Background: an optimization exercise with open tools, aiming at small area, a short achievable clock period and few clock cycles per item. Do not read the settings as production practice.
The RTL was checked by simulation tests, not by an equivalence proof against the original design.
Power and IR drop assume default switching activity.

===== config.mk =====
export PLATFORM = sky130hd
export DESIGN_NAME = MIPS
export DESIGN_NICKNAME = MIPS
export VERILOG_FILES = /design/flow/design.v
export SDC_FILE = /design/flow/constraint.sdc
export NUM_CORES = 4
export LEC_CHECK = 0
export CAP_MARGIN = 20
export CORE_MARGIN = 2
export CORE_UTILIZATION = 40
export PLACE_DENSITY = 0.6
export SLEW_MARGIN = 20

===== constraint.sdc =====
create_clock -name core_clock -period 12.0 [get_ports {Clk_O}]
set_input_delay 2.4000 -clock core_clock [delete_from_list [all_inputs] [get_ports {Clk_O}]]
set_output_delay 2.4000 -clock core_clock [all_outputs]
set_load 0.01 [all_outputs]

===== design.v =====
module decoder7seg(Binary, LED);
   input [3:0] Binary;
   output [6:0] LED;
	localparam [127:0] SEG = {
		8'b01110001, 8'b01111001, 8'b01011110, 8'b00111001,	 
		8'b01111100, 8'b01110111, 8'b01101111, 8'b01111111,	 
		8'b00000111, 8'b01111101, 8'b01101101, 8'b01100110,	 
		8'b01001111, 8'b01011011, 8'b00000110, 8'b00111111	 
	};
	assign LED = SEG[8*Binary +: 7];
endmodule
`timescale 1ns / 1ps
module signext(
    input [1:0] in,
    output reg [7:0] out,
    input Clear
    );
	always @(*) begin
		if (Clear) out <= 0;
		else out <= {{6{in[1]}}, in};
	end
endmodule
`timescale 1ns / 1ps
module mux(
    input Control,
    input [7:0] in0,
    input [7:0] in1,
    output reg [7:0] out,
    input Clear
    );
	always @(*) begin
		if (Clear) out <= 0;
		else begin
			if (Control) out <= in1;
			else out <= in0;
		end
	end
endmodule
`timescale 1ns / 1ps
module jump(
    input [7:0] PC_Added,
    input [7:0] Sign_Extended_Instruction,
    output reg [7:0] Jump_Address,
    input Clear
    );
	always @(*) begin
		if (Clear) Jump_Address <= 0;
		else Jump_Address <= PC_Added + Sign_Extended_Instruction;
	end
endmodule
`timescale 1ns / 1ps
module dest(
    input RegDst,
    input [3:0] Instruction30,
    output reg [1:0] Write_Register,
    input Clear
    );
	always @(*) begin
		if (Clear) Write_Register <= 0;
		else begin
			if (RegDst) Write_Register <= Instruction30[1:0];
			else Write_Register <= Instruction30[3:2];
		end
	end
endmodule
`timescale 1ns / 1ps
module control(
    input [1:0] in,
    output reg RegDst,
    output reg RegWrite,
    output reg ALUSrc,
    output reg Branch,
    output reg MemRead,
    output reg MemWrite,
    output reg MemtoReg,
    output reg ALUOp,
    input Clear
    );
	always @(*) begin
		if (Clear) begin RegDst <= 0; RegWrite <= 0; ALUSrc <= 0; Branch <= 0; MemRead <= 0; MemWrite <= 0; MemtoReg <= 0; ALUOp <= 0; end
		else begin
			case (in)
				2'b00: begin RegDst <= 1; RegWrite <= 1; ALUSrc <= 0; Branch <= 0; MemRead <= 0; MemWrite <= 0; MemtoReg <= 0; ALUOp <= 1; end
				2'b01: begin RegDst <= 0; RegWrite <= 1; ALUSrc <= 1; Branch <= 0; MemRead <= 1; MemWrite <= 0; MemtoReg <= 1; ALUOp <= 1 ; end
				2'b10: begin RegDst <= 0; RegWrite <= 0; ALUSrc <= 1; Branch <= 0; MemRead <= 0; MemWrite <= 1; MemtoReg <= 0; ALUOp <= 1 ; end
				2'b11: begin RegDst <= 0; RegWrite <= 0; ALUSrc <= 0; Branch <= 1; MemRead <= 0; MemWrite <= 0; MemtoReg <= 0; ALUOp <= 0; end
				default: begin RegDst <= 0; RegWrite <= 0; ALUSrc <= 0; Branch <= 0; MemRead <= 0; MemWrite <= 0; MemtoReg <= 0; ALUOp <= 0; end
			endcase
		end
	end
endmodule
`timescale 1ns / 1ps
module alu(
    input Clk,
    input [2:0] state,
    input ALUOp,
    input [7:0] Data1,
    input [7:0] Data2,
    output reg [7:0] ALU_Result,
    input Clear
    );
	always @(posedge Clk or posedge Clear) begin
		if (Clear) ALU_Result <= 0;
		else if (state == 3'd2) begin
			if (!ALUOp) ALU_Result <= 0;
			else ALU_Result <= Data1 + Data2;
		end
	end
endmodule
`timescale 1ns / 1ps
module register(
    input Clk,
    input Clear,
    input RegWrite,
    input [1:0] Read_Register1,
    input [1:0] Read_Register2,
    output [7:0] Read_Data1,
    output [7:0] Read_Data2,
    input [1:0] Write_Register,
    input [7:0] Reg_Write_Data
    );
	reg [31:0] s;	 
	wire [7:0] wd = Reg_Write_Data & {8{~Clear}};
	genvar k;
	generate
		for (k = 0; k < 4; k = k + 1) begin : regs
			always @(posedge Clk)
				if (Clear | (RegWrite & (Write_Register == k))) s[8*k +: 8] <= wd;
		end
	endgenerate
	assign Read_Data1 = s[8*Read_Register1 +: 8];
	assign Read_Data2 = s[8*Read_Register2 +: 8];
endmodule
`timescale 1ns / 1ps
module programcounter(
    output reg [7:0] PC,
    input [7:0] Next_PC,
    input Clear,
    input Clk,
    input En
    );
	always @(posedge Clk or posedge Clear) begin
		if (Clear) PC <= 0;
		else if (En) PC <= Next_PC;
	end
endmodule
`timescale 1ns / 1ps
module DMEM ( Clk, Clear, MemWrite, Address, Write_Data, Read_Data );
	input			Clk, Clear, MemWrite;
	input[4:0]		Address;
	input[7:0]		Write_Data;
	output[7:0]		Read_Data;
	reg[255:0]	MemByte;	 
	wire[7:0]	wd0 = Write_Data & {8{~Clear}};
	wire[7:0]	wd1 = Write_Data | {8{Clear}};
	genvar i, b;
	generate
		for (i = 0; i < 32; i = i + 1) begin : rows
			localparam [7:0] INIT = (i < 16) ? i : 8'd16 - i;
			wire[7:0] wd;
			for (b = 0; b < 8; b = b + 1) begin : bits
				assign wd[b] = INIT[b] ? wd1[b] : wd0[b];
			end
			always @(posedge Clk)
				if (Clear | (MemWrite & (Address == i))) MemByte[8*i +: 8] <= wd;
		end
	endgenerate
	assign Read_Data = MemByte[8*Address +: 8];
endmodule
`timescale 1ns / 1ps
module MIPS ( Clk_O, Reset, Instruction, PC, Retire, LED, LEDten, LEDPC, LEDPCten, LEDSC, LEDwrr, LEDs);
	input 		Clk_O, Reset;
	output		Retire;
	input [7:0]	Instruction;
	output[7:0] PC;
	output[6:0]	LED, LEDten, LEDPC, LEDPCten, LEDSC, LEDwrr;
	output[3:0] LEDs;
	reg			valid;	 
	reg [7:0]	A;		 
	reg [7:0]	IR;
	wire		is_j = valid & IR[7] & IR[6];
	wire [7:0]	A_plus1 = A + 8'd1;
	wire [7:0]	A_plus2 = A + 8'd2;
	wire [7:0]	A_minus1 = A - 8'd1;
	reg [7:0]	Next_PC;
	always @(*) begin
		if (!is_j) Next_PC = A_plus1;
		else case (IR[1:0])
			2'b00: Next_PC = A_plus1;
			2'b01: Next_PC = A_plus2;
			2'b10: Next_PC = A_minus1;
			2'b11: Next_PC = A;
		endcase
	end
	assign PC = Next_PC;
	always @(posedge Clk_O or posedge Reset) begin
		if (Reset) begin
			valid <= 1'b0;
			A <= 8'hff;
		end else begin
			valid <= 1'b1;
			A <= PC;
		end
	end
	always @(posedge Clk_O) IR <= Instruction;
	wire [7:0]	R1, R2, Mem_Data;
	wire [1:0]	Write_Register = IR[6] ? IR[3:2] : IR[1:0];
	wire [4:0]	Mem_Address = R1[4:0] + {{3{IR[1]}}, IR[1:0]};
	wire [7:0]	Reg_Write_Data = IR[6] ? Mem_Data : R1 + R2;
	register Register(.Clk(Clk_O), .Clear(Reset), .RegWrite(valid & ~IR[7]),
		.Read_Register1(IR[5:4]), .Read_Register2(IR[3:2]), .Read_Data1(R1), .Read_Data2(R2),
		.Write_Register(Write_Register), .Reg_Write_Data(Reg_Write_Data));
	DMEM Data_Memory(.Clk(Clk_O), .Clear(Reset), .MemWrite(valid & IR[7] & ~IR[6]),
		.Address(Mem_Address), .Write_Data(R2), .Read_Data(Mem_Data));
	reg			Retire_Valid;
	reg [7:0]	Retire_Address, Retire_Data;
	reg [1:0]	Retire_Register;
	always @(posedge Clk_O) begin
		Retire_Valid <= valid;
		Retire_Address <= A;
		Retire_Data <= Reg_Write_Data;
		Retire_Register <= Write_Register;
	end
	assign Retire = Retire_Valid;
	decoder7seg LEDoneDecode ( .Binary(Retire_Data[3:0]), .LED(LED) );
	decoder7seg LEDtenDecode ( .Binary(Retire_Data[7:4]), .LED(LEDten) );
	decoder7seg LEDPConeDecode(.Binary(Retire_Address[3:0]), .LED(LEDPC));
	decoder7seg LEDPCtenDecode(.Binary(Retire_Address[7:4]), .LED(LEDPCten));
	decoder7seg LEDWriteRegister(.Binary({2'b00, Retire_Register}), .LED(LEDwrr));
	assign LEDSC = 7'b1101101;
	assign LEDs[0] = ~Instruction[7] & ~Instruction[6];
	assign LEDs[1] = ~Instruction[7] & Instruction[6];
	assign LEDs[2] = Instruction[7] & ~Instruction[6];
	assign LEDs[3] = Instruction[7] & Instruction[6];
endmodule

===== flow/run.sh =====
#!/bin/bash
# The standard layout, changed in how it is made:
#  - synthesis: abc maps with flow/abc.script (area-oriented, with deepsyn)
#    and Yosys does not pre-extract half/full adders; registers are mapped
#    exactly as in the standard synthesis (same dfflibmap step);
#  - port buffers are buf_2 instead of the slow clkdlybuf4s50_1;
#  - clock-tree sinks are clustered in larger groups, without dummy loads.
set -o pipefail
HERE=$(pwd)
rm -rf "$HERE/scripts"
cp -r "$FLOW_HOME/scripts" "$HERE/scripts"
cp "$HERE/flow/abc.script" "$HERE/scripts/abc_speed.script"
bash standard.sh \
  SCRIPTS_DIR="$HERE/scripts" \
  ADDER_MAP_FILE= \
  BUFFER_PORTS_ARGS="-buffer_cell sky130_fd_sc_hd__buf_2" \
  CTS_ARGS="-sink_clustering_enable -repair_clock_nets -sink_clustering_size 30 -sink_clustering_max_diameter 120 -dont_use_dummy_load" \
  finish > standard.log 2>&1

===== flow/abc.script =====
strash
&get -n
&fraig -x
&put
scorr
dc2
strash
&get -n
&deepsyn -T 20
&put
strash
&get -n
&dch -f
&nf
&put

===== standard.sh =====
#!/bin/bash
# synth_recipe.tcl (not shown) runs the flow's synth.tcl, then flattens the netlist and writes it again
# the make line also repeats each setting of config.mk as NAME=value (left out here)
make -C /OpenROAD-flow-scripts/flow DESIGN_CONFIG=/design/flow/config.mk WORK_HOME=/design/flow/orfs CLKGATE_MAP_FILE= SYNTH_SCRIPT=/design/flow/synth_recipe.tcl "${@:-finish}"

==> results.txt, run 1 <==
Status: complete, no violations
Worst Hold Depth: 0
Hold path start: valid$_DFF_PP0_
Via density: 5.80
Core area: 31600 um2
Ranking of synthesized cells by area: edfxtp_1 (68%), o22ai_1 (4.4%), dfxtp_1 (4.2%)
Nets: 1011
EDFF count, synth: 288
Internal: 1970 uW
Post-synthesis cell type count: 54
Vert. Die Dim: 183 um
Clk root buf: clkbuf_16
Seq cells post-synth: 324
Cts bufs inserted: 14
DP HPWL: 20900 um
Ys flop type: edfxtp_1
Slew of the pin with the lowest slew margin: 1100 ps
Final hold violations: 0
Mapped cell area: 12800 um2
Power Dens Cells: 208 nW/um2
Share of the yosys chip area belonging to registers: 73.7%
Worst skew pair latency: 500 ps
Worst path bufs/invs: 1
I/O pin total: 65
ANT cells: 0
Most frequent cell after synthesis: edfxtp_1
DRC Markers: 0
Critical path launch point type: register
Tot GR Track Use: 18.8%
Sequential power share: 52.9%
H-tree levels: 1
Die area: 33400 um2
Die X: 183 um
Crit path top cell by count: a21oi_1
Max clock buf depth: 3
Layout cells sized above 1: 11.8%
Largest net degree at the start of global routing: 62
GRT overflow: 0
Largest fanout on the critical path: 11
Clk sinks: 324
Cts repair resizes: 0
Logic pwr share: 29.0%
Via count: 8120
# rows: 65
Clk slew on worst S/H paths: 110 ps
R2R Setup Slk: 7370 ps
GP Congestion: 0.805
Total wire length: 31500 um
Final setup fails: 0
Critical Path AT: 3020 ps
IO Port Bufs: 56
M2 GR Usage: 29.8%
Unrepaired setup endpoints after global routing: no
Hold_buf cts: 0
LEAKAGE: 0.00480 uW
Tcrit/Tclk final: 45.2%
Clock skew: 39.1 ps
Synth warn: 3
Vias in the first global route: 7736
Postcts setup bufs: 0
Min-delay worst type: register to register
Clock power frac: 18.1%
Cell taking the most area after synthesis: edfxtp_1
Commonest cells post-synth: edfxtp_1 (288), nor2_1 (101), o22ai_1 (90)
Net Sw Frac: 32.8%
Worst r2r src: IR[4]$_DFF_P_
GRT met1 Usage: 28.0%
Initial core utilization: 40.5%
P&R area growth vs syn: 10.4%
Worst Reg2Reg Path Length in Cells: 10
DRT Pass-1 Iters: 5
Mapped Cells: 900
Max Clk Rate: 0.184 GHz
Pins Over Slew Limit: 0
Cell family with most CP delay: simple AND/OR/NAND/NOR gates
CP Capture Type: output pin
WS Path Type: register to output pin
Initial antenna violation count: 0
CP required: 9600 ps
Syn avg cell area: 14.2 um2
Maximum vdd drop: 0.0000964 V
Max Cap Viol: 0
Slowest stage cell, crit path: dfxtp_1
CTS tree: done
End of the worst hold path: Retire_Valid$_DFF_P_
Reg2reg end: Register.s[8]$_DFFE_PP_
Ys async rst share: 2.78%
Slew headroom: 26.2%
Peak-usage layer in the global routing report: met2
DRC marker count from the first detailed-route iteration: 890
Global-route wire length before repair: 47700 um
CP max stage delay: 610 ps
Final design utilization: 44.7%
Psw: 962 uW
TNS Setup: 0 ps
DR WL/cell: 22.5 um
Final min period: 5420 ps
Top-area cell type share of the netlist area: 67.6%
Routing usage on met3: 2.54%
Worst path cell trace: and3_1 > a21oi_1 > a21oi_1 > nand3_1 > nand2_1 > o21ai_0 > or2_0 > a211oi_1 > xor2_1 > buf_2
ANT nets after route: 0
==> metal layers <==
metal	part of all wire, %	up-vias
met5	0	-
met4	1.6	0
met3	6.5	34
met2	46	311
met1	46	4056
li1	-	3719
==> per-stage QoR <==
step	std cells	power, uW	setup slack, ps	hold WS, ps	instance area, um2
2_1_floorplan	907	2080	7000	367	12800
3_3_place_gp	1386	2410	6810	376	13800
5_1_grt	1401	3080	6330	437	14100
6_report	1401	2930	6580	419	14100
3_5_place_dp	1387	2420	6810	397	13800
4_1_cts	1401	2940	6540	423	14100
==> power groups by stage <==
stage	sequential (uW)	combinational, uW	clock (uW)
after floorplan	1550	530	0
after global placement	1570	835	0
after detailed placement	1580	846	0
after CTS	1550	849	540
after global routing	1580	929	573
final	1550	852	530
==> worst max path at each step <==
stage / startpoint / end / slack, ps / depth (start not counted)
after CTS: IR[6]$_DFF_P_ / PC[7] / 6540 / 10
after floorplan: Instruction[6] / LEDs[1] / 7000 / 1
after global placement: Instruction[6] / LEDs[3] / 6810 / 3
final: IR[6]$_DFF_P_ / PC[7] / 6580 / 10
after detailed placement: Instruction[6] / LEDs[3] / 6810 / 3
after global routing: IR[6]$_DFF_P_ / PC[7] / 6330 / 10
==> state kept, by name (all words and copies together) (netlist names) <==
| register | flops |
|---|---|
| Retire_Valid | 1 |
| Register.s | 32 |
| Data_Memory.MemByte | 256 |
| Retire_Register | 2 |
| A | 8 |
| valid | 1 |
| Retire_Data | 8 |
| IR | 8 |
| Retire_Address | 8 |
==> cell families after synthesis <==
family	after synthesis	synth area share (%)
buffers and inverters	23	0.968
xor gates and xnor gates	21	1.44
DFF	324	73.7
other	2	0.0587
adders and majority gates	3	0.235
and+or+nand+nor	297	11.1
muxes	9	1.30
AOI/OAI and AO/OA	221	11.3
==> layout by cell type, fill, tap and decap left out, types with 14 or more instances in the layout <==
| cell type | synthesis | routed |
|---|---|---|
| and2_0 | 16 | 16 |
| o2111ai_1 | 16 | 16 |
| dfxtp_1 | 27 | 27 |
| o21ai_1 | 0 | 17 |
| nand3_1 | 14 | 14 |
| edfxtp_1 | 288 | 288 |
| a21oi_1 | 15 | 15 |
| nand2b_1 | 15 | 15 |
| nor2_1 | 101 | 99 |
| buf_2 | 0 | 57 |
| nor2b_1 | 15 | 15 |
| nand2_1 | 58 | 58 |
| o21ai_0 | 49 | 32 |
| nor3_1 | 39 | 39 |
| buf_4 | 10 | 31 |
| clkbuf_16 | 0 | 14 |
| o22ai_1 | 90 | 90 |
==> cell type report <==
cell class	count	area, um2
inverters	13	48.8
flip-flops and latches	324	9420
fillers	2789	17400
multi-input cells	560	3280
repair buffers	88	518
clock buffers	14	350
well taps	402	503
==> worst reg2reg max path, cell delays in order (launching register included) <==
cell and delay, ps:
dfxtp_1 630, mux4_2 650, and2_0 270, nor3_1 430, nand3_1 880, o22ai_1 520, nor3_1 130, o2111ai_1 130
nor4_1 110, or3_1 390, and2_0 230
Testbench counts, summed over its fixed seeds: cycles 19,392, instrs 19,200.
==> run 2: changes to the inputs <==
--- a/flow/run.sh
+++ b/flow/run.sh
@@ -6,4 +6,5 @@
 #  - port buffers are buf_2 instead of the slow clkdlybuf4s50_1;
 #  - clock-tree sinks are clustered in larger groups, without dummy loads.
+#  - timing repair aims at a 5.1 ns period (setup margin 6.9 ns at 12 ns).
 set -o pipefail
 HERE=$(pwd)
@@ -16,3 +17,4 @@
   BUFFER_PORTS_ARGS="-buffer_cell sky130_fd_sc_hd__buf_2" \
   CTS_ARGS="-sink_clustering_enable -repair_clock_nets -sink_clustering_size 30 -sink_clustering_max_diameter 120 -dont_use_dummy_load" \
+  SETUP_SLACK_MARGIN=6.9 \
   finish > standard.log 2>&1
==> run 2 against run 1 <==
- worst hold slack better by 5.4 ps
- sequential power hardly changed
- still clean on timing, DRC and antenna
- clock skew is 0.84 ps higher
- sequential share of layout area is 0.47 points lower
- worst setup slack better by 260 ps
- largest cell class unchanged
==> results.txt, run 2 <==
Mapped Cells: 900 (unchanged)
IO Port Bufs: 56 (unchanged)
ANT cells: 0 (unchanged)
CTS tree: done
Tot GR Track Use: 18.9% (+0.057 points)
Non-filler cells in the finished layout: 1403 (+0.14%)
Clk slew on worst S/H paths: 110 ps (about the same)
DRC Markers: 0 (unchanged)
Most common cell after layout, fill and taps aside: edfxtp_1
Unrepaired setup endpoints after global routing: yes
Max Clk Rate: 0.194 GHz (+4.9%)
Share of the yosys chip area belonging to registers: 73.7% (unchanged)
# rows: 65 (unchanged)
Multi-input gate area: 3320 um2 (+1.5%)
Seq cells post-synth: 324 (unchanged)
Largest fanout on the critical path: 5 (-6)
CP Capture Type: output pin
Via count: 8129 (+0.11%)
Core area: 31600 um2 (unchanged)
Largest reg by FF count: Data_Memory.MemByte
CP required: 9600 ps (about the same)
Ys flop type: edfxtp_1
Most frequent cells in the layout: edfxtp_1 (288), nor2_1 (98), o22ai_1 (90)
Layout cells sized above 1: 13.0% (+1.2 points)
DR WL met3: 2110 um (+2.7%)
Nets: 1013 (+0.20%)
Clk root buf: clkbuf_16
LEAKAGE: 0.00484 uW (+0.76%)
DR WL/cell: 22.6 um (+0.47%)
Largest regs: Data_Memory.MemByte: 256 flops, Register.s: 32 flops
H-tree levels: 1 (unchanged)
Syn avg cell area: 14.2 um2 (unchanged)
ANT nets after route: 0 (unchanged)
Critical path launch point type: input pin
Initial antenna violation count: 0 (unchanged)
Power Dens Cells: 207 nW/um2 (-0.31%)
Ys async rst share: 2.78% (unchanged)
Die X: 183 um (unchanged)
DP HPWL: 20900 um (unchanged)
GP Congestion: 0.805 (unchanged)
Initial core utilization: 40.5% (unchanged)
WL met1: 14400 um (-0.52%)
Critical Path AT: 2770 ps (-250 ps)
Synth warn: 3 (unchanged)
Cts bufs inserted: 14 (unchanged)
Largest net degree at the start of global routing: 62 (unchanged)
EDFF count, synth: 288 (unchanged)
Status: complete, no violations
Clk sinks: 324 (unchanged)
Total wire length: 31700 um (+0.61%)
Final setup fails: 0 (unchanged)
Global-route wire length before repair: 47900 um (+0.29%)
Ranking of synthesized cells by area: edfxtp_1 (68%), o22ai_1 (4.4%), dfxtp_1 (4.2%)
DRT Pass-1 Iters: 5 (unchanged)
TNS Setup: 0 ps (unchanged)
Fill cells: 2777 (-0.43%)
Pins Over Slew Limit: 0 (unchanged)
Via density: 5.79 (about the same)
Die area: 33400 um2 (unchanged)
R2R Setup Slk: 7420 ps (+50 ps)
Max reg flops: 256 (unchanged)
Max clock buf depth: 3 (unchanged)
Worst skew pair latency: 500 ps (about the same)
Hold_buf cts: 0 (unchanged)
Max Cap Viol: 0 (unchanged)
Seq. cell area: 9430 um2 (about the same)
Place WS: 6810 ps (unchanged)
Slew headroom: 30.2% (+3.9 points)
Met2 Wirelength: 14700 um (+1.4%)
CP max stage delay: 150 ps (-460 ps)
DRC marker count from the first detailed-route iteration: 812 (-8.8%)
Maximum vdd drop: 0.0000964 V (about the same)
Top-area cell type share of the netlist area: 67.6% (unchanged)
Fin area: 14200 um2 (+0.75%)
GRT overflow: 0 (unchanged)
Vert. Die Dim: 183 um (unchanged)
Placed Area: 13800 um2 (unchanged)
Slowest stage cell, crit path: and2_4
Placed Instances: 1387 (unchanged)
Slew of the pin with the lowest slew margin: 1040 ps (-59.0 ps)
Commonest cells post-synth: edfxtp_1 (288), nor2_1 (101), o22ai_1 (90)
Post-synthesis cell type count: 54 (unchanged)
Crit path setup slack, layout: 6830 ps (+255 ps)
Min-delay worst type: register to register
Worst path cell trace: buf_8 > and2_4 > buf_6
Most frequent cell after synthesis: edfxtp_1
P&R area growth vs syn: 11.2%
Clock skew: 39.9 ps (+0.840 ps)
Mapped cell area: 12800 um2 (unchanged)
Final hold violations: 0 (unchanged)
Final min period: 5170 ps (-255 ps)
Tcrit/Tclk final: 43.0% (-2.1 points)
Cell taking the most area after synthesis: edfxtp_1
Max layer used: met4
WS Path Type: input pin to output pin
I/O pin total: 65 (unchanged)
Hold_ws: 424 ps (+5.36 ps)
Vias in the first global route: 7762 (+0.34%)
==> run 2: per-stage QoR <==
step	utilization [%]	total power [uW]
after floorplan	-	2080
after global placement	43.6	2410
after detailed placement	43.6	2420
after CTS	44.8	2950
after global routing	45.1	3090
final	45.1	2950
==> run 2: power breakdown <==
part	switching (uW)	leakage, uW	internal [uW]	total, uW
clock	318	0.000173	212	530
combinational	548	0.00154	316	864
sequential	103	0.00312	1450	1550
total	968	0.00484	1980	2950
==> run 2: worst paths after layout <==
| path | startpoint | endpoint | cells past startpoint |
|---|---|---|---|
| setup / recovery | Instruction[6] | LEDs[3] | 3 |
| hold / removal | A[7]$_DFF_PP1_ | Retire_Address[7]$_DFF_P_ | 0 |
| setup reg to reg | IR[4]$_DFF_P_ | Register.s[8]$_DFFE_PP_ | 10 |
| hold reg to reg | A[7]$_DFF_PP1_ | Retire_Address[7]$_DFF_P_ | 0 |
| max in group asynchronous | Reset | valid$_DFF_PP0_ | 3 |
| min in group asynchronous | Reset | valid$_DFF_PP0_ | 3 |
==> run 2: final cells by class <==
| type | count | area share, % |
|---|---|---|
| Sequential cell | 324 | 66.3 |
| Multi-Input combinational cell | 560 | 23.4 |
| Timing Repair Buffer | 90 | 4.02 |
| Tap cell | 402 | 3.54 |
| Clock buffer | 14 | 2.46 |
| Inverter | 13 | 0.343 |
==> run 2: cell families after synthesis <==
group	share of synthesized area (%)
compound gates	11.3
xor+xnor	1.44
fa+ha+maj	0.235
buf+inv	0.968
flops	73.7
mux	1.30
other cells	0.0587
simple gates	11.1
==> run 2: per-layer routing <==
| layer | vias up | track usage [%] |
|---|---|---|
| li1 | 3725 | - |
| met2 | 296 | 30.0 |
| met5 | - | 0 |
| met4 | 0 | 3.62 |
| met1 | 4074 | 28.1 |
| met3 | 34 | 2.54 |
==> run 2: timing repair <==
item / in CTS / in global routing
gates resized for setup: 9 / 14
setup endpoints to repair: 7 / 6
pin swaps: 3 / 6
endpoints found under the hold margin: 0 / 0
buffers inserted: 0 / 2
==> run 2: critical path, delay by kind of cell <==
kind	cells	cell delay [ps]
buf+inv	2	220
simple gates	1	150
==> run 3: changes to the inputs <==
--- a/flow/run.sh
+++ b/flow/run.sh
@@ -17,4 +17,4 @@
   BUFFER_PORTS_ARGS="-buffer_cell sky130_fd_sc_hd__buf_2" \
   CTS_ARGS="-sink_clustering_enable -repair_clock_nets -sink_clustering_size 30 -sink_clustering_max_diameter 120 -dont_use_dummy_load" \
-  SETUP_SLACK_MARGIN=6.9 \
+  SETUP_SLACK_MARGIN=6.9 CORE_UTILIZATION=60 PLACE_DENSITY=0.75 CAP_MARGIN=0 SLEW_MARGIN=0 \
   finish > standard.log 2>&1
==> run 3 against run 2 <==
- utilization up 22 points
- still clean on timing, DRC and antenna
- sequential power barely moved
- total power is essentially flat
- synthesized cell count is the same
- worst setup slack improved by 6.9 ps
- clock skew fell by 23 ps
- maximum frequency increased by 0.13%
- cell count is 9.6% lower
- area after synthesis is the same
- largest cell class unchanged
- register-to-register slack lost 210 ps
- critical endpoint unchanged
==> results.txt, run 3 <==
Final hold violations: 0 (unchanged)
Via count: 8376 (+3.0%)
Slew of the pin with the lowest slew margin: 1320 ps (+273 ps)
WS Path Type: input pin to output pin
Clock power frac: 17.8% (-0.2 points)
Most frequent cell after synthesis: edfxtp_1
Layout cells sized above 1: 11.9% (-1.1 points)
Commonest cells post-synth: edfxtp_1 (288), nor2_1 (101), o22ai_1 (90)
Tcrit/Tclk final: 43.0% (-0.057 points)
Fill cells: 1485 (-47%)
DRC marker count from the first detailed-route iteration: 1053 (+30%)
Fin area: 14000 um2 (-1.9%)
Status: complete, no violations
Final setup fails: 0 (unchanged)
Synth warn: 3 (unchanged)
Maximum vdd drop: 0.000156 V (+62%)
EDFF count, synth: 288 (unchanged)
GP Congestion: 0.904 (+12%)
Net Sw Frac: 32.8% (about the same)
LEAKAGE: 0.00479 uW (-1.0%)
CP required: 9600 ps (about the same)
CTS tree: done
Final min period: 5160 ps (-6.87 ps)
Initial antenna violation count: 0 (unchanged)
H-tree levels: 1 (unchanged)
Largest reg by FF count: Data_Memory.MemByte
CP Capture Type: output pin
Cts bufs inserted: 14 (unchanged)
Largest fanout on the critical path: 5 (unchanged)
Ys async rst share: 2.78% (unchanged)
Die X: 150 um (-18%)
DRT Pass-1 Iters: 7 (+2)
Nets: 1005 (-0.79%)
TNS Setup: 0 ps (unchanged)
Placed Area: 13500 um2 (-1.7%)
Max Cap Viol: 0 (unchanged)
Sequential power share: 52.8% (about the same)
Vias in the first global route: 7881 (+1.5%)
DR WL/cell: 24.8 um (+9.5%)
Initial core utilization: 61.0% (+21 points)
# rows: 53 (-18%)
Syn avg cell area: 14.2 um2 (unchanged)
Logic pwr share: 29.4% (about the same)
Seq cells post-synth: 324 (unchanged)
Global-route wire length before repair: 47000 um (-1.8%)
Tot GR Track Use: 28.3% (+9.4 points)
Total wire length: 31400 um (-1.0%)
Non-filler cells in the finished layout: 1268 (-9.6%)
Share of the yosys chip area belonging to registers: 73.7% (unchanged)
ANT nets after route: 0 (unchanged)
Largest regs: Data_Memory.MemByte: 256 flops, Register.s: 32 flops
DRC Markers: 0 (unchanged)
IO Port Bufs: 56 (unchanged)
Cell taking the most area after synthesis: edfxtp_1
Mapped cell area: 12800 um2 (unchanged)
Die area: 22500 um2 (-33%)
P&R area growth vs syn: 9.13%
Mapped Cells: 900 (unchanged)
Place WS: 6810 ps (+5.02 ps)
Worst skew pair latency: 500 ps (about the same)
Multi-input gate area: 3290 um2 (-0.94%)
Slew headroom: 11.2% (-19 points)
Core area: 21000 um2 (-34%)
Clk root buf: clkbuf_16
Power Dens Cells: 211 nW/um2 (+2.0%)
Power Total: 2950 uW (about the same)
Top-area cell type share of the netlist area: 67.6% (unchanged)
Post-synthesis cell type count: 54 (unchanged)
Min-delay worst type: register to register
Most frequent cells in the layout: edfxtp_1 (288), nor2_1 (98), o22ai_1 (90)
Clock skew: 16.7 ps (-23.2 ps)
Hold_buf cts: 0 (unchanged)
Seq. cell area: 9430 um2 (unchanged)
Clk slew on worst S/H paths: 110 ps (about the same)
Largest net degree at the start of global routing: 46 (-26%)
Max Clk Rate: 0.194 GHz (+0.13%)
Vert. Die Dim: 150 um (-18%)
GRT overflow: 0 (unchanged)
Clk sinks: 324 (unchanged)
Placed Instances: 1250 (-9.9%)
I/O pin total: 65 (unchanged)
Max reg flops: 256 (unchanged)
Internal: 1980 uW (about the same)
Psw: 969 uW (about the same)
Ys flop type: edfxtp_1
Via density: 6.61 (+14%)
Most common cell after layout, fill and taps aside: edfxtp_1
Critical path launch point type: input pin
ANT cells: 0 (unchanged)
Pins Over Slew Limit: 0 (unchanged)
Ranking of synthesized cells by area: edfxtp_1 (68%), o22ai_1 (4.4%), dfxtp_1 (4.2%)
Critical Path AT: 2760 ps (about the same)
Unrepaired setup endpoints after global routing: yes
DP HPWL: 20500 um (-1.7%)
Max clock buf depth: 3 (unchanged)
Crit path setup slack, layout: 6840 ps (+6.87 ps)
[run 3: final cells by class]
type                       count  area share (%)
multi-input combinational    560            23.6
timing repair buffer          82            3.55
sequential                   324            67.5
clock buffer                  14            2.51
tap                          275            2.46
inverter                      13           0.350
[run 3: worst paths after layout]
path / from / to / slack [ps] / cells after the start
max: Instruction[7] / LEDs[3] / 6840 / 3
min: valid$_DFF_PP0_ / Retire_Valid$_DFF_P_ / 420 / 0
max reg2reg: IR[4]$_DFF_P_ / Data_Memory.MemByte[93]$_DFFE_PP_ / 7210 / 9
min reg2reg: valid$_DFF_PP0_ / Retire_Valid$_DFF_P_ / 420 / 0
max in group asynchronous: Reset / A[6]$_DFF_PP1_ / 9710 / 2
min in group asynchronous: Reset / valid$_DFF_PP0_ / 1970 / 2
[run 3: metal layers]
| layer | vias up | part of all wire (%) | global-route usage (%) |
|---|---|---|---|
| li1 | 3713 | - | - |
| met1 | 4109 | 40 | 41.1 |
| met2 | 491 | 47 | 44.5 |
| met3 | 63 | 10 | 4.63 |
| met4 | 0 | 2.9 | 8.82 |
| met5 | - | 0 | 0 |
[run 3: power groups by stage]
| stage | sequential (uW) | clock, uW | combinational [uW] |
|---|---|---|---|
| floorplan | 1550 | 0 | 530 |
| global placement | 1570 | 0 | 820 |
| finish | 1560 | 525 | 867 |
| detailed placement | 1580 | 0 | 840 |
| CTS | 1560 | 532 | 846 |
| global route | 1580 | 564 | 943 |
[run 3: cells by family (layout without fill, tap and decap cells)]
kind of cell	Yosys count	count (layout)	synth area share [%]
AND/OR/NAND/NOR	297	297	11.1
AO/OA/AOI/OAI	221	221	11.3
XOR/XNOR	21	21	1.44
buffers and inverters	23	109	0.968
multiplexers	9	9	1.30
adder cells (fa/ha/maj)	3	3	0.235
flip-flops	324	324	73.7
other	2	9	0.0587
[run 3: per-stage QoR]
| stage | hold slack [ps] | utilization, % |
|---|---|---|
| global placement | 377 | 64.6 |
| floorplan | 367 | - |
| detailed placement | 385 | 64.6 |
| finish | 416 | 66.6 |
| global route | 428 | 66.6 |
| CTS | 411 | 66.4 |
[run 3: what timing repair did]
action,4_1_cts,5_1_grt
buffers inserted,0,3
pin swaps,2,5
setup endpoints to repair,7,22
resized for setup,10,6
[run 3: worst max-delay path: stages]
cell	delay, ps
buf_8	100
and2_4	150
buf_6	110
==> run 4: changes to the inputs <==
--- a/flow/run.sh
+++ b/flow/run.sh
@@ -17,4 +17,4 @@
   BUFFER_PORTS_ARGS="-buffer_cell sky130_fd_sc_hd__buf_2" \
   CTS_ARGS="-sink_clustering_enable -repair_clock_nets -sink_clustering_size 30 -sink_clustering_max_diameter 120 -dont_use_dummy_load" \
-  SETUP_SLACK_MARGIN=6.9 CORE_UTILIZATION=60 PLACE_DENSITY=0.75 CAP_MARGIN=0 SLEW_MARGIN=0 \
+  SETUP_SLACK_MARGIN=6.9 CORE_UTILIZATION=60 PLACE_DENSITY=0.75 \
   finish > standard.log 2>&1
==> run 4 against run 3 <==
- still clean on timing, DRC and antenna
- area after synthesis stayed put
- synthesized cell count stayed put
- cell count stayed put
- maximum frequency is 0.16% lower
- count of clock-buffer cells in the layout stayed put
- global-route usage is 0.069 points lower
- clock power hardly changed
- largest power group unchanged
==> results.txt, run 4 <==
Status: complete, no violations
Top-area cell type share of the netlist area: 67.6% (unchanged)
Cell taking the most area after synthesis: edfxtp_1
Clock skew: 25.8 ps (+9.09 ps)
Nets: 1005 (unchanged)
Largest reg by FF count: Data_Memory.MemByte
Ys async rst share: 2.78% (unchanged)
Slew of the pin with the lowest slew margin: 1080 ps (-238 ps)
End of the worst hold path: Retire_Address[7]$_DFF_P_
Share of the yosys chip area belonging to registers: 73.7% (unchanged)
Ys flop type: edfxtp_1
Most frequent cells in the layout: edfxtp_1 (288), nor2_1 (97), o22ai_1 (90)
DP HPWL: 20500 um (-0.14%)
Largest regs: Data_Memory.MemByte: 256 flops, Register.s: 32 flops
DR WL met3: 2860 um (-8.8%)
Global-route wire length before repair: 47000 um (about the same)
Hold_buf cts: 0 (unchanged)
Power Dens Cells: 211 nW/um2 (-0.31%)
Total wire length: 31000 um (-1.2%)
GP Congestion: 0.904 (unchanged)
Cts bufs inserted: 14 (unchanged)
Critical Path AT: 2770 ps (about the same)
Crit path setup slack, layout: 6830 ps (-8.17 ps)
Maximum vdd drop: 0.000147 V (-5.7%)
CP Capture Type: output pin
Final min period: 5170 ps (+8.17 ps)
Most common cell after layout, fill and taps aside: edfxtp_1
H-tree levels: 1 (unchanged)
# rows: 53 (unchanged)
Placed Instances: 1251 (+0.080%)
P&R area growth vs syn: 9.20% (about the same)
Initial antenna violation count: 0 (unchanged)
Synth warn: 3 (unchanged)
Max reg flops: 256 (unchanged)
Tot GR Track Use: 28.2% (-0.069 points)
Final design utilization: 66.7% (about the same)
Slew headroom: 27.3% (+16 points)
Mapped Cells: 900 (unchanged)
Worst Hold Depth: 0 (unchanged)
Core area: 21000 um2 (unchanged)
DRC Markers: 0 (unchanged)
Hold path start: A[7]$_DFF_PP1_
Post-synthesis cell type count: 54 (unchanged)
Clk sinks: 324 (unchanged)
CP required: 9600 ps (about the same)
Min-delay worst type: register to register
Layout cells sized above 1: 12.0% (+0.10 points)
Ranking of synthesized cells by area: edfxtp_1 (68%), o22ai_1 (4.4%), dfxtp_1 (4.2%)
Via density: 6.59 (-0.26%)
EDFF count, synth: 288 (unchanged)
I/O pin total: 65 (unchanged)
Vias in the first global route: 7934 (+0.67%)
ANT nets after route: 0 (unchanged)
Die X: 150 um (unchanged)
DR WL/cell: 24.5 um (-1.2%)
Commonest cells post-synth: edfxtp_1 (288), nor2_1 (101), o22ai_1 (90)
Critical path launch point type: input pin
Largest fanout on the critical path: 5 (unchanged)
Reg2reg end: Data_Memory.MemByte[50]$_DFFE_PP_
Vert. Die Dim: 150 um (unchanged)
Worst r2r src: IR[4]$_DFF_P_
Worst skew pair latency: 510 ps (about the same)
Most frequent cell after synthesis: edfxtp_1
GRT overflow: 0 (unchanged)
Clk slew on worst S/H paths: 110 ps (about the same)
CTS tree: done
Final hold violations: 0 (unchanged)
Syn avg cell area: 14.2 um2 (unchanged)
Tcrit/Tclk final: 43.1% (+0.068 points)
Largest net degree at the start of global routing: 46 (unchanged)
Non-filler cells in the finished layout: 1268 (unchanged)
Seq cells post-synth: 324 (unchanged)
Met2 Wirelength: 14700 um (-0.66%)
Max Cap Viol: 0 (unchanged)
DRC marker count from the first detailed-route iteration: 1243 (+18%)
IO Port Bufs: 56 (unchanged)
Place WS: 6800 ps (-6.47 ps)
LEAKAGE: 0.00478 uW (-0.16%)
Power Total: 2940 uW (-0.24%)
DRT Pass-1 Iters: 7 (unchanged)
Initial core utilization: 61.0% (unchanged)
WS Path Type: input pin to output pin
Final setup fails: 0 (unchanged)
Unrepaired setup endpoints after global routing: yes
ANT cells: 0 (unchanged)
Worst Reg2Reg Path Length in Cells: 10 (+1)
WL met1: 12400 um (-0.58%)
TNS Setup: 0 ps (unchanged)
Die area: 22500 um2 (unchanged)
Max clock buf depth: 3 (unchanged)
Pins Over Slew Limit: 0 (unchanged)
Clk root buf: clkbuf_16
Via count: 8354 (-0.26%)
Max Clk Rate: 0.194 GHz (-0.16%)
R2R Setup Slk: 7200 ps (about the same)
Max layer used: met4
Mapped cell area: 12800 um2 (unchanged)
-- run 4: power by group --
part	leakage [uW]	total, uW	switching, uW	internal [uW]
sequential	0.00312	1560	105	1450
combinational	0.00148	862	548	314
clock	0.000173	524	312	212
total	0.00478	2940	964	1980
-- run 4: layout make-up --
class	instances	area, um2
repair buffers	82	493
well taps	275	344
fillers	1481	6990
inverters	13	48.8
flip-flops and latches	324	9430
multi-input cells	560	3310
clock buffers	14	350
-- run 4: cell families after synthesis --
family	count (synthesis)	share of synthesized area [%]
xor gates and xnor gates	21	1.44
buffers and inverters	23	0.968
and+or+nand+nor	297	11.1
other	2	0.0587
adders and majority gates	3	0.235
DFF	324	73.7
AOI/OAI and AO/OA	221	11.3
muxes	9	1.30
-- run 4: worst max-delay path by stage --
stage | slack, ps | to | start
final | 6830 | LEDs[3] | Instruction[6]
after global routing | 6810 | LEDs[0] | Instruction[6]
after CTS | 6840 | LEDs[3] | Instruction[7]
after detailed placement | 6800 | LEDs[3] | Instruction[6]
after global placement | 6810 | LEDs[3] | Instruction[6]
after floorplan | 7000 | LEDs[1] | Instruction[6]
-- run 4: routing by layer --
metal | vias to the layer above | track usage, %
met5 | - | 0
met4 | 0 | 8.96
met3 | 67 | 4.24
met2 | 490 | 45.0
met1 | 4088 | 40.6
li1 | 3709 | -
-- run 4: per-stage QoR --
| step | hold WS, ps | cell area [um2] |
|---|---|---|
| after floorplan | 367 | 12800 |
| after global routing | 434 | 14000 |
| final | 434 | 14000 |
| after global placement | 377 | 13500 |
| after detailed placement | 398 | 13500 |
| after CTS | 423 | 13900 |
-- run 4: worst max-delay path, stage by stage --
cell	delay, ps
buf_8	100
and2_0	130
buf_2	130
-- run 4: repair_timing --
item / CTS / global route
pin swaps: 2 / 6
gates cloned: 0 / 0
buffers inserted: 0 / 2
gates resized for setup: 11 / 5
endpoints found under the setup margin: 7 / 6
hold endpoints to repair: 0 / 0
==> run 5: changes to the inputs <==
--- a/flow/run.sh
+++ b/flow/run.sh
@@ -4,5 +4,5 @@
 #    and Yosys does not pre-extract half/full adders; registers are mapped
 #    exactly as in the standard synthesis (same dfflibmap step);
-#  - port buffers are buf_2 instead of the slow clkdlybuf4s50_1;
+#  - port buffers are buf_1 instead of the slow clkdlybuf4s50_1;
 #  - clock-tree sinks are clustered in larger groups, without dummy loads.
 #  - timing repair aims at a 5.1 ns period (setup margin 6.9 ns at 12 ns).
@@ -15,6 +15,6 @@
   SCRIPTS_DIR="$HERE/scripts" \
   ADDER_MAP_FILE= \
-  BUFFER_PORTS_ARGS="-buffer_cell sky130_fd_sc_hd__buf_2" \
+  BUFFER_PORTS_ARGS="-buffer_cell sky130_fd_sc_hd__buf_1" \
   CTS_ARGS="-sink_clustering_enable -repair_clock_nets -sink_clustering_size 30 -sink_clustering_max_diameter 120 -dont_use_dummy_load" \
-  SETUP_SLACK_MARGIN=6.9 CORE_UTILIZATION=60 PLACE_DENSITY=0.75 \
+  SETUP_SLACK_MARGIN=6.9 CORE_UTILIZATION=75 PLACE_DENSITY=0.85 CAP_MARGIN=0 SLEW_MARGIN=0 \
   finish > standard.log 2>&1
--- a/flow/abc.script
+++ b/flow/abc.script
@@ -12,4 +12,4 @@
 &get -n
 &dch -f
-&nf
+&nf -R 1000
 &put
==> run 5 against run 4 <==
- total power fell by 3.5%
- maximum frequency is 0.20% lower
- sequential share of layout area rose by 0.63 points
- non-clock buffer count grew 5
- clock skew decreased by 7.0 ps
- cell count fell by 2.5%
- critical endpoint is now LEDs[2]
- global-route usage is 6.2 points higher
- wire length fell by 0.71%
- worst hold slack lost 9.0 ps
- utilization is 17 points higher
- combinational power is about 10% lower
- largest power group unchanged
- critical path depth unchanged
==> results.txt, run 5 <==
Largest regs: Data_Memory.MemByte: 256 flops, Register.s: 32 flops
CP Launch Point: Instruction[7]
DRC marker count from the first detailed-route iteration: 1181 (-5.0%)
DP HPWL: 20200 um (-1.5%)
Cell taking the most area after synthesis: edfxtp_1
Ranking of synthesized cells by area: edfxtp_1 (68%), o22ai_1 (4.5%), dfxtp_1 (4.2%)
Final hold violations: 0 (unchanged)
Clock skew: 18.8 ps (-7.04 ps)
Worst path cell trace: buf_8 > nor2b_1 > buf_2
R2R Setup Slk: 6960 ps (-240 ps)
Min-delay worst type: register to register
Most frequent cell after synthesis: edfxtp_1
Die area: 18000 um2 (-20%)
Max Cap Viol: 0 (unchanged)
Vias in the first global route: 8272 (+4.3%)
CP endpoint: LEDs[2]
Sequential power share: 54.3% (+1.4 points)
Initial core utilization: 76.7% (+16 points)
CP max stage delay: 140 ps (about the same)
Hold path start: A[7]$_DFF_PP1_
Clk slew on worst S/H paths: 100 ps (about the same)
ANT cells: 0 (unchanged)
Met2 Wirelength: 14700 um (-0.47%)
I/O pin total: 65 (unchanged)
Final min period: 5180 ps (+10.5 ps)
Final setup fails: 0 (unchanged)
Global-route wire length before repair: 46200 um (-1.5%)
Die X: 134 um (-11%)
Core area: 16600 um2 (-21%)
Worst Reg2Reg Path Length in Cells: 12 (+2)
Psw: 932 uW (-3.4%)
Worst path bufs/invs: 2 (unchanged)
Logic pwr share: 27.3% (-2.0 points)
Crit path setup slack, layout: 6820 ps (-10.5 ps)
Fin area: 13800 um2 (-0.92%)
Tcrit/Tclk final: 43.1% (+0.087 points)
Critical Path AT: 2780 ps (about the same)
IO Port Bufs: 56 (unchanged)
Internal: 1910 uW (-3.5%)
Clk root buf: clkbuf_16
Largest fanout on the critical path: 5 (unchanged)
Place WS: 6710 ps (-98.0 ps)
H-tree levels: 1 (unchanged)
Mapped cell area: 12700 um2 (-0.57%)
Slew of the pin with the lowest slew margin: 1330 ps (+255 ps)
Tot GR Track Use: 34.4% (+6.2 points)
Fill cells: 854 (-42%)
Via count: 8685 (+4.0%)
Slew headroom: 10.7% (-17 points)
Pins Over Slew Limit: 0 (unchanged)
Most common cell after layout, fill and taps aside: edfxtp_1
LEAKAGE: 0.00470 uW (-1.7%)
Power Dens Cells: 205 nW/um2 (-2.6%)
DR WL met3: 4040 um (+41%)
Share of the yosys chip area belonging to registers: 74.1% (+0.42 points)
Total wire length: 30800 um (-0.71%)
Slowest stage cell, crit path: nor2b_1
Cell family with most CP delay: buffers and inverters
Hold_ws: 425 ps (-9.00 ps)
Hold_buf cts: 0 (unchanged)
DRC Markers: 0 (unchanged)
Syn avg cell area: 13.9 um2 (-2.5%)
Net Sw Frac: 32.8% (about the same)
Largest reg by FF count: Data_Memory.MemByte
Most frequent cells in the layout: edfxtp_1 (288), nor2_1 (110), o22ai_1 (92)
Worst r2r src: IR[4]$_DFF_P_
Max reg flops: 256 (unchanged)
GP Congestion: 0.869 (-3.8%)
Cts bufs inserted: 14 (unchanged)
CP Capture Type: output pin
ANT nets after route: 0 (unchanged)
Placed Area: 13400 um2 (-1.3%)
CP required: 9600 ps (about the same)
Largest net degree at the start of global routing: 42 (-8.7%)
Maximum vdd drop: 0.000185 V (+26%)
Post-synthesis cell type count: 47 (-13%)
Critical path launch point type: input pin
# rows: 47 (-11%)
WS Path Type: input pin to output pin
Vert. Die Dim: 134 um (-11%)
Mapped Cells: 918 (+2.0%)
EDFF count, synth: 288 (unchanged)
Synth warn: 3 (unchanged)
Unrepaired setup endpoints after global routing: yes
WP depth: 3 (unchanged)
Seq cells post-synth: 324 (unchanged)
CTS tree: done
Via density: 7.03 (+6.7%)
Ys async rst share: 2.78% (unchanged)
Max layer used: met4
Clk sinks: 324 (unchanged)
Layout cells sized above 1: 7.19% (-4.8 points)
DRT Pass-1 Iters: 6 (-1)
Clock power frac: 18.4% (+0.6 points)
Initial antenna violation count: 0 (unchanged)
Max Clk Rate: 0.193 GHz (-0.20%)
Status: complete, no violations
Top-area cell type share of the netlist area: 68.0% (+0.39 points)
DR WL/cell: 24.9 um (+1.9%)
GRT overflow: 0 (unchanged)
Max clock buf depth: 3 (unchanged)
Ys flop type: edfxtp_1
Commonest cells post-synth: edfxtp_1 (288), nor2_1 (111), o22ai_1 (92)
Worst skew pair latency: 500 ps (about the same)
WL met1: 10800 um (-13%)
Reg2reg end: Data_Memory.MemByte[231]$_DFFE_PP_
TNS Setup: 0 ps (unchanged)
Nets: 1028 (+2.3%)
P&R area growth vs syn: 8.81%
==> run 5: cell count changes after synthesis, sizes merged, moves of 3 or more <==
cell and change:
a21oi +3, mux4 -6, nand2 +15, nand3b -3, nor2 +10, nor3 -6
nor4 +3, o2111ai -3, o21ai +10, o221ai +3, o22a +4, or4 -3
==> run 5: repair_timing <==
item | in CTS | in global routing
endpoints found under the hold margin | 0 | 0
setup buffers | 0 | 2
pin swaps | 2 | 4
resized for setup | 18 | 26
setup endpoints to repair | 7 | 167
==> run 5: power groups by stage <==
stage | Clock, uW | Sequential, uW | Combinational, uW
floorplan | 0 | 1530 | 484
global placement | 0 | 1560 | 712
detailed placement | 0 | 1570 | 734
CTS | 516 | 1540 | 741
global route | 544 | 1560 | 832
finish | 522 | 1540 | 776
==> run 5: worst min path at each step <==
stage | endpoint | slack [ps] | cells after the start
2_1_floorplan | Retire_Valid$_DFF_P_ | 370 | 0
3_5_place_dp | Retire_Address[7]$_DFF_P_ | 410 | 0
3_3_place_gp | Retire_Address[7]$_DFF_P_ | 410 | 0
5_1_grt | Retire_Address[7]$_DFF_P_ | 430 | 0
4_1_cts | Retire_Address[7]$_DFF_P_ | 430 | 0
6_report | Retire_Address[7]$_DFF_P_ | 420 | 0
==> run 5: worst reg2reg max path, stage by stage (launching register included) <==
cell and delay (ps):
dfxtp_1 510, nor2b_1 210, clkinv_1 120, o22ai_1 90, nor3_1 590, nor2b_1 450
nor2_1 230, a32oi_1 360, a21oi_1 90, a21oi_1 300, xnor2_1 190, nand2_1 420
o21ai_0 1120
==> run 5: cells by family after synthesis <==
| group | count (synthesis) | share of synthesized area (%) |
|---|---|---|
| flip-flops | 324 | 74.1 |
| adder cells (fa/ha/maj) | 1 | 0.0787 |
| multiplexers | 2 | 0.157 |
| buffers and inverters | 21 | 0.915 |
| XOR/XNOR | 21 | 1.45 |
| AND/OR/NAND/NOR | 308 | 11.1 |
| AO/OA/AOI/OAI | 239 | 12.1 |
| other | 2 | 0.0590 |
==> run 5: stage by stage <==
stage	instances	total power, uW	util (%)
floorplan	925	2020	-
detailed placement	1220	2300	80.6
global route	1236	2940	83.5
finish	1236	2840	83.5
CTS	1234	2800	83.0
global placement	1220	2270	80.6
==> run 5: routing by layer <==
layer,track usage [%],vias to the layer above
li1,-,3756
met1,47.9,4129
met2,54.6,704
met3,6.12,96
met4,14.9,0
met5,0,-
==> run 5: cell type report <==
type                    count  area [um2]  share of cell area, %
inverters                  11        41.3                  0.298
clock buffers              14         350                   2.53
well taps                 220         275                   1.99
repair buffers             87         490                   3.54
flip-flops and latches    324        9430                   68.1
multi-input cells         580        3260                   23.5
==> run 6: changes to the inputs <==
--- a/flow/run.sh
+++ b/flow/run.sh
@@ -17,4 +17,4 @@
   BUFFER_PORTS_ARGS="-buffer_cell sky130_fd_sc_hd__buf_1" \
   CTS_ARGS="-sink_clustering_enable -repair_clock_nets -sink_clustering_size 30 -sink_clustering_max_diameter 120 -dont_use_dummy_load" \
-  SETUP_SLACK_MARGIN=6.9 CORE_UTILIZATION=75 PLACE_DENSITY=0.85 CAP_MARGIN=0 SLEW_MARGIN=0 \
+  SETUP_SLACK_MARGIN=6.9 CORE_UTILIZATION=50 PLACE_DENSITY=0.65 CAP_MARGIN=0 SLEW_MARGIN=0 \
   finish > standard.log 2>&1
==> run 6 against run 5 <==
- still clean on timing, DRC and antenna
- via count is 3.4% lower
- die area is 48% higher
- utilization is 28 points lower
- worst hold slack worse by 1.8 ps
- worst setup slack better by 16 ps
- critical endpoint is now LEDs[3]
- largest power group unchanged
==> results.txt, run 6 <==
Status: complete, no violations
Clk root buf: clkbuf_16
Final hold violations: 0 (unchanged)
Psw: 941 uW (+1.0%)
R2R Setup Slk: 7280 ps (+320 ps)
Die X: 163 um (+22%)
ANT nets after route: 0 (unchanged)
Compound-Gate Fraction of Synth Area: 12.1% (unchanged)
DRC Markers: 0 (unchanged)
Fin area: 14000 um2 (+1.0%)
Worst Hold Depth: 0 (unchanged)
Largest regs: Data_Memory.MemByte: 256 flops, Register.s: 32 flops
Top-area cell type share of the netlist area: 68.0% (unchanged)
Clk slew on worst S/H paths: 110 ps (about the same)
WS Path Type: input pin to output pin
Vert. Die Dim: 163 um (+22%)
Mapped cell area: 12700 um2 (unchanged)
Unrepaired setup endpoints after global routing: yes
GRT overflow: 0 (unchanged)
Hold_buf cts: 0 (unchanged)
Synth warn: 3 (unchanged)
Placed Area: 13500 um2 (+1.1%)
Global-route wire length before repair: 47400 um (+2.4%)
Nets: 1028 (unchanged)
Cell taking the most area after synthesis: edfxtp_1
IO Port Bufs: 56 (unchanged)
CP required: 9600 ps (about the same)
Worst Reg2Reg Path Length in Cells: 14 (+2)
Fill cells: 2079 (+140%)
Max clock buf depth: 3 (unchanged)
Simple-gate portion of the synthesized area: 11.1% (unchanged)
Via count: 8392 (-3.4%)
Ranking of synthesized cells by area: edfxtp_1 (68%), o22ai_1 (4.5%), dfxtp_1 (4.2%)
Tot GR Track Use: 24.0% (-10 points)
Layout cells sized above 1: 7.78% (+0.59 points)
ANT cells: 0 (unchanged)
Clock power frac: 18.6% (+0.2 points)
Slew headroom: 24.5% (+14 points)
CTS tree: done
Tcrit/Tclk final: 43.0% (-0.13 points)
Maximum vdd drop: 0.000141 V (-24%)
Internal: 1910 uW (+0.19%)
Cts bufs inserted: 14 (unchanged)
Final setup fails: 0 (unchanged)
Largest net degree at the start of global routing: 62 (+48%)
Syn avg cell area: 13.9 um2 (unchanged)
Post-synthesis xor/xnor area fraction: 1.45% (unchanged)
Slew of the pin with the lowest slew margin: 1130 ps (-203 ps)
Largest fanout on the critical path: 5 (unchanged)
Critical path launch point type: input pin
Logic pwr share: 27.4% (about the same)
Ys async rst share: 2.78% (unchanged)
Initial antenna violation count: 0 (unchanged)
Post-synthesis cell type count: 47 (unchanged)
H-tree levels: 1 (unchanged)
Core area: 25100 um2 (+51%)
I/O pin total: 65 (unchanged)
Max Clk Rate: 0.194 GHz (+0.31%)
Min-delay worst type: register to register
LEAKAGE: 0.00470 uW (about the same)
Clock skew: 27.7 ps (+8.96 ps)
Commonest cells post-synth: edfxtp_1 (288), nor2_1 (111), o22ai_1 (92)
Max Cap Viol: 0 (unchanged)
# rows: 58 (+23%)
CP Capture Type: output pin
Most common cell after layout, fill and taps aside: edfxtp_1
Total wire length: 32500 um (+5.5%)
DRC marker count from the first detailed-route iteration: 907 (-23%)
Clk sinks: 324 (unchanged)
Pins Over Slew Limit: 0 (unchanged)
Initial core utilization: 50.7% (-26 points)
Mapped Cells: 918 (unchanged)
Most frequent cell after synthesis: edfxtp_1
Die area: 26700 um2 (+48%)
Sequential power share: 54.0% (-0.3 points)
Worst skew pair latency: 510 ps (about the same)
EDFF count, synth: 288 (unchanged)
Seq cells post-synth: 324 (unchanged)
Net Sw Frac: 33.0% (+0.18 points)
Largest reg by FF count: Data_Memory.MemByte
Power Dens Cells: 204 nW/um2 (-0.55%)
Adder-Cell Fraction of Synth Area: 0.0787% (unchanged)
Final min period: 5160 ps (-15.9 ps)
Mux cell area share after synthesis: 0.157% (unchanged)
Largest family of logic cells by synthesized area: compound AO/OA/AOI/OAI gates
Vias in the first global route: 7727 (-6.6%)
Max reg flops: 256 (unchanged)
DP HPWL: 21200 um (+5.1%)
DR WL/cell: 24.2 um (-3.1%)
DRT Pass-1 Iters: 5 (-1)
Critical Path AT: 2760 ps (-20 ps)
Share of the yosys chip area belonging to registers: 74.1% (unchanged)
P&R area growth vs syn: 9.93%
TNS Setup: 0 ps (unchanged)
Most frequent cells in the layout: edfxtp_1 (288), nor2_1 (108), o22ai_1 (92)
GP Congestion: 0.931 (+7.2%)
Via density: 6.23 (-11%)
Ys flop type: edfxtp_1
==> run 6: power groups by stage <==
stage                     Sequential [uW]  Clock [uW]  Combinational (uW)
final                                1540         532                 782
after global routing                 1560         572                 850
after CTS                            1540         537                 759
after floorplan                      1530           0                 484
after global placement               1560           0                 742
after detailed placement             1560           0                 754
==> run 6: timing repair <==
item / in CTS / in global routing
setup buffers: 1 / 3
endpoints found under the setup margin: 7 / 200
hold endpoints to repair: 0 / 0
gates resized for setup: 15 / 36
pin swaps: 2 / 3
==> run 6: kinds of logic (layout without fill, tap and decap cells) <==
| kind of cell | count (synthesis) | after routing |
|---|---|---|
| buf+inv | 21 | 112 |
| compound gates | 239 | 239 |
| fa+ha+maj | 1 | 1 |
| xor+xnor | 21 | 21 |
| other cells | 2 | 9 |
| simple gates | 308 | 308 |
| flops | 324 | 324 |
| mux | 2 | 2 |
==> run 6: critical path: stages <==
cell and delay (ps):
buf_8 100, and2_0 130, buf_2 130
==> run 6: final timing paths <==
kind                                startpoint                           endpoint
worst max-delay path            Instruction[7]                            LEDs[3]
max in group asynchronous                Reset                    valid$_DFF_PP0_
min in group asynchronous                Reset                    valid$_DFF_PP0_
worst min-delay path            A[7]$_DFF_PP1_          Retire_Address[7]$_DFF_P_
worst min register to register  A[7]$_DFF_PP1_          Retire_Address[7]$_DFF_P_
worst max register to register   IR[5]$_DFF_P_  Data_Memory.MemByte[15]$_DFFE_PP_
==> run 6: area by class of cell <==
type                       count  area (um2)  share of cell area (%)
sequential                   324        9430                    67.4
clock buffer                  14         350                    2.51
timing repair buffer          87         472                    3.37
multi-input combinational    580        3280                    23.4
tap                          330         413                    2.95
inverter                      11        41.3                   0.295
==> run 6: per-stage QoR <==
step	instances	utilization [%]	power (uW)	hold WS [ps]	setup slack (ps)
after CTS	1343	55.4	2830	423	6840
after global routing	1346	55.7	2980	428	6830
after global placement	1328	53.8	2300	407	6750
after detailed placement	1328	53.8	2320	409	6720
after floorplan	925	-	2020	367	7000
final	1346	55.7	2850	423	6840
==> run 6: routing by layer <==
metal / vias up / wire length (um) / GRT usage (%)
met2: 406 / 15200 / 38.5
met4: 0 / 1030 / 7.97
met5: - / 0 / 0
li1: 3769 / - / -
met1: 4152 / 13300 / 33.6
met3: 65 / 2970 / 4.39
==> run 7: changes to the inputs <==
--- a/flow/run.sh
+++ b/flow/run.sh
@@ -17,4 +17,4 @@
   BUFFER_PORTS_ARGS="-buffer_cell sky130_fd_sc_hd__buf_1" \
   CTS_ARGS="-sink_clustering_enable -repair_clock_nets -sink_clustering_size 30 -sink_clustering_max_diameter 120 -dont_use_dummy_load" \
-  SETUP_SLACK_MARGIN=6.9 CORE_UTILIZATION=50 PLACE_DENSITY=0.65 CAP_MARGIN=0 SLEW_MARGIN=0 \
+  SETUP_SLACK_MARGIN=6.9 CORE_UTILIZATION=60 PLACE_DENSITY=0.75 CAP_MARGIN=0 SLEW_MARGIN=0 GPL_TIMING_DRIVEN=0 \
   finish > standard.log 2>&1
==> run 7 against run 6 <==
- sequential share of layout area increased by 0.11 points
- via count shrank 0.26%
- highest routed layer unchanged
- worst setup slack improved by 5.5 ps
- worst hold slack worse by 0.86 ps
- first-iteration DRC count grew 2.4%
- cell area shrank 0.16%
- area after synthesis did not move
==> results.txt, run 7 <==
Tcrit/Tclk final: 43.0% (-0.046 points)
Syn avg cell area: 13.9 um2 (unchanged)
Status: complete, no violations
Largest regs: Data_Memory.MemByte: 256 flops, Register.s: 32 flops
CP required: 9600 ps (about the same)
Total wire length: 30900 um (-4.9%)
Placed Area: 13400 um2 (-0.94%)
Max layer used: met4
Die area: 22400 um2 (-16%)
Fin area: 14000 um2 (-0.16%)
Seq cells post-synth: 324 (unchanged)
Synth warn: 3 (unchanged)
Layout cells sized above 1: 9.34% (+1.6 points)
Mapped cell area: 12700 um2 (unchanged)
Pins Over Slew Limit: 0 (unchanged)
Most frequent cells in the layout: edfxtp_1 (288), nor2_1 (109), o22ai_1 (92)
Largest fanout on the critical path: 5 (unchanged)
Via count: 8370 (-0.26%)
Vert. Die Dim: 150 um (-8.5%)
Place WS: 6620 ps (-97.9 ps)
Global-route wire length before repair: 45100 um (-4.8%)
Mapped Cells: 918 (unchanged)
LEAKAGE: 0.00469 uW (-0.19%)
Post-synthesis cell type count: 47 (unchanged)
Initial antenna violation count: 0 (unchanged)
Cell taking the most area after synthesis: edfxtp_1
Max reg flops: 256 (unchanged)
Final setup fails: 0 (unchanged)
Met2 Wirelength: 14900 um (-1.6%)
DRC Markers: 0 (unchanged)
Commonest cells post-synth: edfxtp_1 (288), nor2_1 (111), o22ai_1 (92)
DRT Pass-1 Iters: 5 (unchanged)
Power Total: 2850 uW (-0.22%)
Hold_buf cts: 0 (unchanged)
Final min period: 5160 ps (-5.49 ps)
Final hold violations: 0 (unchanged)
Max clock buf depth: 3 (unchanged)
Max Cap Viol: 0 (unchanged)
Die X: 150 um (-8.5%)
Via density: 6.53 (+4.8%)
End of the worst hold path: Retire_Address[7]$_DFF_P_
Fill cells: 1463 (-30%)
Worst skew pair latency: 520 ps (about the same)
Worst Reg2Reg Path Length in Cells: 14 (unchanged)
Critical Path AT: 2760 ps (about the same)
Tot GR Track Use: 27.3% (+3.2 points)
Most frequent cell after synthesis: edfxtp_1
Max Clk Rate: 0.194 GHz (+0.11%)
Clk slew on worst S/H paths: 110 ps (about the same)
Hold_ws: 422 ps (-0.860 ps)
# rows: 53 (-8.6%)
Most common cell after layout, fill and taps aside: edfxtp_1
Unrepaired setup endpoints after global routing: yes
Largest net degree at the start of global routing: 62 (unchanged)
CTS tree: done
Slew headroom: 9.54% (-15 points)
Top-area cell type share of the netlist area: 68.0% (unchanged)
Multi-input gate area: 3390 um2 (+3.4%)
Worst Hold Depth: 0 (unchanged)
Clk root buf: clkbuf_16
Largest reg by FF count: Data_Memory.MemByte
DRC marker count from the first detailed-route iteration: 929 (+2.4%)
Clock skew: 28.0 ps (+0.297 ps)
Ys flop type: edfxtp_1
Cts bufs inserted: 14 (unchanged)
Min-delay worst type: register to register
Initial core utilization: 60.9% (+10 points)
Crit path setup slack, layout: 6840 ps (+5.49 ps)
Reg2reg end: Register.s[11]$_DFFE_PP_
P&R area growth vs syn: 9.75%
DP HPWL: 19700 um (-7.1%)
GP Congestion: 0.880 (-5.5%)
IO Port Bufs: 56 (unchanged)
Slew of the pin with the lowest slew margin: 1350 ps (+220 ps)
Ys async rst share: 2.78% (unchanged)
WL met1: 11900 um (-11%)
CP Capture Type: output pin
ANT cells: 0 (unchanged)
GRT overflow: 0 (unchanged)
Core area: 20900 um2 (-17%)
Seq. cell area: 9430 um2 (unchanged)
WS Path Type: input pin to output pin
Ranking of synthesized cells by area: edfxtp_1 (68%), o22ai_1 (4.5%), dfxtp_1 (4.2%)
R2R Setup Slk: 7080 ps (-200 ps)
Share of the yosys chip area belonging to registers: 74.1% (unchanged)
Worst r2r src: IR[4]$_DFF_P_
Clk sinks: 324 (unchanged)
TNS Setup: 0 ps (unchanged)
DR WL met3: 3010 um (+1.4%)
Vias in the first global route: 7987 (+3.4%)
ANT nets after route: 0 (unchanged)
I/O pin total: 65 (unchanged)
Hold path start: A[7]$_DFF_PP1_
Power Dens Cells: 204 nW/um2 (about the same)
EDFF count, synth: 288 (unchanged)
DR WL/cell: 24.1 um (-0.11%)
Nets: 1018 (-0.97%)
H-tree levels: 1 (unchanged)
Maximum vdd drop: 0.000197 V (+40%)
Critical path launch point type: input pin
[run 7: cell counts after synthesis]
Identical to the previous run, type by type.
[run 7: final cells by class]
type	count	area share, %
plain buffers	10	0.538
flip-flops and latches	324	67.5
repair buffers	67	2.38
multi-input cells	580	24.3
well taps	275	2.46
clock buffers	14	2.51
inverters	11	0.305
[run 7: cell families after synthesis]
| logic type | after synthesis | share of synthesized area, % |
|---|---|---|
| other cells | 2 | 0.0590 |
| compound gates | 239 | 12.1 |
| simple gates | 308 | 11.1 |
| mux | 2 | 0.157 |
| xor+xnor | 21 | 1.45 |
| buf+inv | 21 | 0.915 |
| flops | 324 | 74.1 |
| fa+ha+maj | 1 | 0.0787 |
[run 7: routing by layer]
layer	track usage (%)	vias to the layer above
met1	35.9	4076
met3	5.03	76
met2	45.8	465
li1	-	3753
met5	0	-
met4	10.1	0
[run 7: what timing repair did]
| item | CTS | global route |
|---|---|---|
| gates cloned | 0 | 0 |
| endpoints found under the setup margin | 227 | 296 |
| setup buffers | 0 | 5 |
| pin swaps | 0 | 4 |
| resized for setup | 27 | 54 |
[run 7: worst max-delay path by stage]
stage	slack, ps	start	endpoint	cells past startpoint
5_1_grt	6820	Instruction[6]	LEDs[3]	3
3_5_place_dp	6620	IR[4]$_DFF_P_	Data_Memory.MemByte[29]$_DFFE_PP_	13
3_3_place_gp	5700	IR[4]$_DFF_P_	Data_Memory.MemByte[84]$_DFFE_PP_	11
6_report	6840	Instruction[6]	LEDs[3]	3
4_1_cts	6610	IR[4]$_DFF_P_	Data_Memory.MemByte[110]$_DFFE_PP_	13
2_1_floorplan	7000	Instruction[6]	LEDs[1]	1
[run 7: report_power, final]
part | total (uW) | leakage [uW] | switching, uW | internal [uW]
Combinational | 775 | 0.00139 | 516 | 259
Sequential | 1540 | 0.00313 | 99.8 | 1440
Clock | 533 | 0.000173 | 321 | 212
[run 7: through the flow]
step,instances,utilization (%)
3_3_place_gp,1256,63.7
4_1_cts,1276,65.9
2_1_floorplan,925,-
3_5_place_dp,1262,64.1
5_1_grt,1281,66.8
6_report,1281,66.8
[run 7: critical path, stage by stage]
cell,delay (ps)
buf_6,100
and2_0,140
clkbuf_2,120

## static timing again, ports no longer ideal
No port has a modelled driver above. Below, the same layouts with a new extraction and two added sets of constraints.
Step 1 (the two cells are an assumption about what drives the block):
set clk [get_ports {Clk_O}]
set_driving_cell -lib_cell sky130_fd_sc_hd__clkbuf_16 $clk
set_driving_cell -lib_cell sky130_fd_sc_hd__buf_2 [delete_from_list [all_inputs] $clk]
Step 2 times the ports against the registers' clock, not the clock port: input delays grow and output delays shrink by t, the midpoint of the rising clock arrivals with the driver on.
a / b / c = no drivers / after step 1 / after step 2; a / b = the first two.
| run | t (ns) | setup slack, ns | worst setup path after step 2 | pins driven straight from the clock port |
|---|---|---|---|---|
| run 1 | 0.537 | 6.579 / 6.528 / 6.787 | input to output | 1 |
| run 2 | 0.535 | 6.834 / 6.792 / 6.792 | input to output | 1 |
| run 3 | 0.534 | 6.841 / 6.799 / 6.799 | input to output | 1 |
| run 4 | 0.540 | 6.833 / 6.794 / 6.794 | input to output | 1 |
| run 5 | 0.536 | 6.823 / 6.769 / 6.769 | input to output | 1 |
| run 6 | 0.540 | 6.838 / 6.799 / 6.799 | input to output | 1 |
| run 7 | 0.550 | 6.844 / 6.810 / 6.810 | input to output | 1 |
After both steps every run listed still meets setup and hold. For run 5, which loses most, drivers alone change the setup slack by -0.054 ns; drivers and shift together by -0.054 ns.
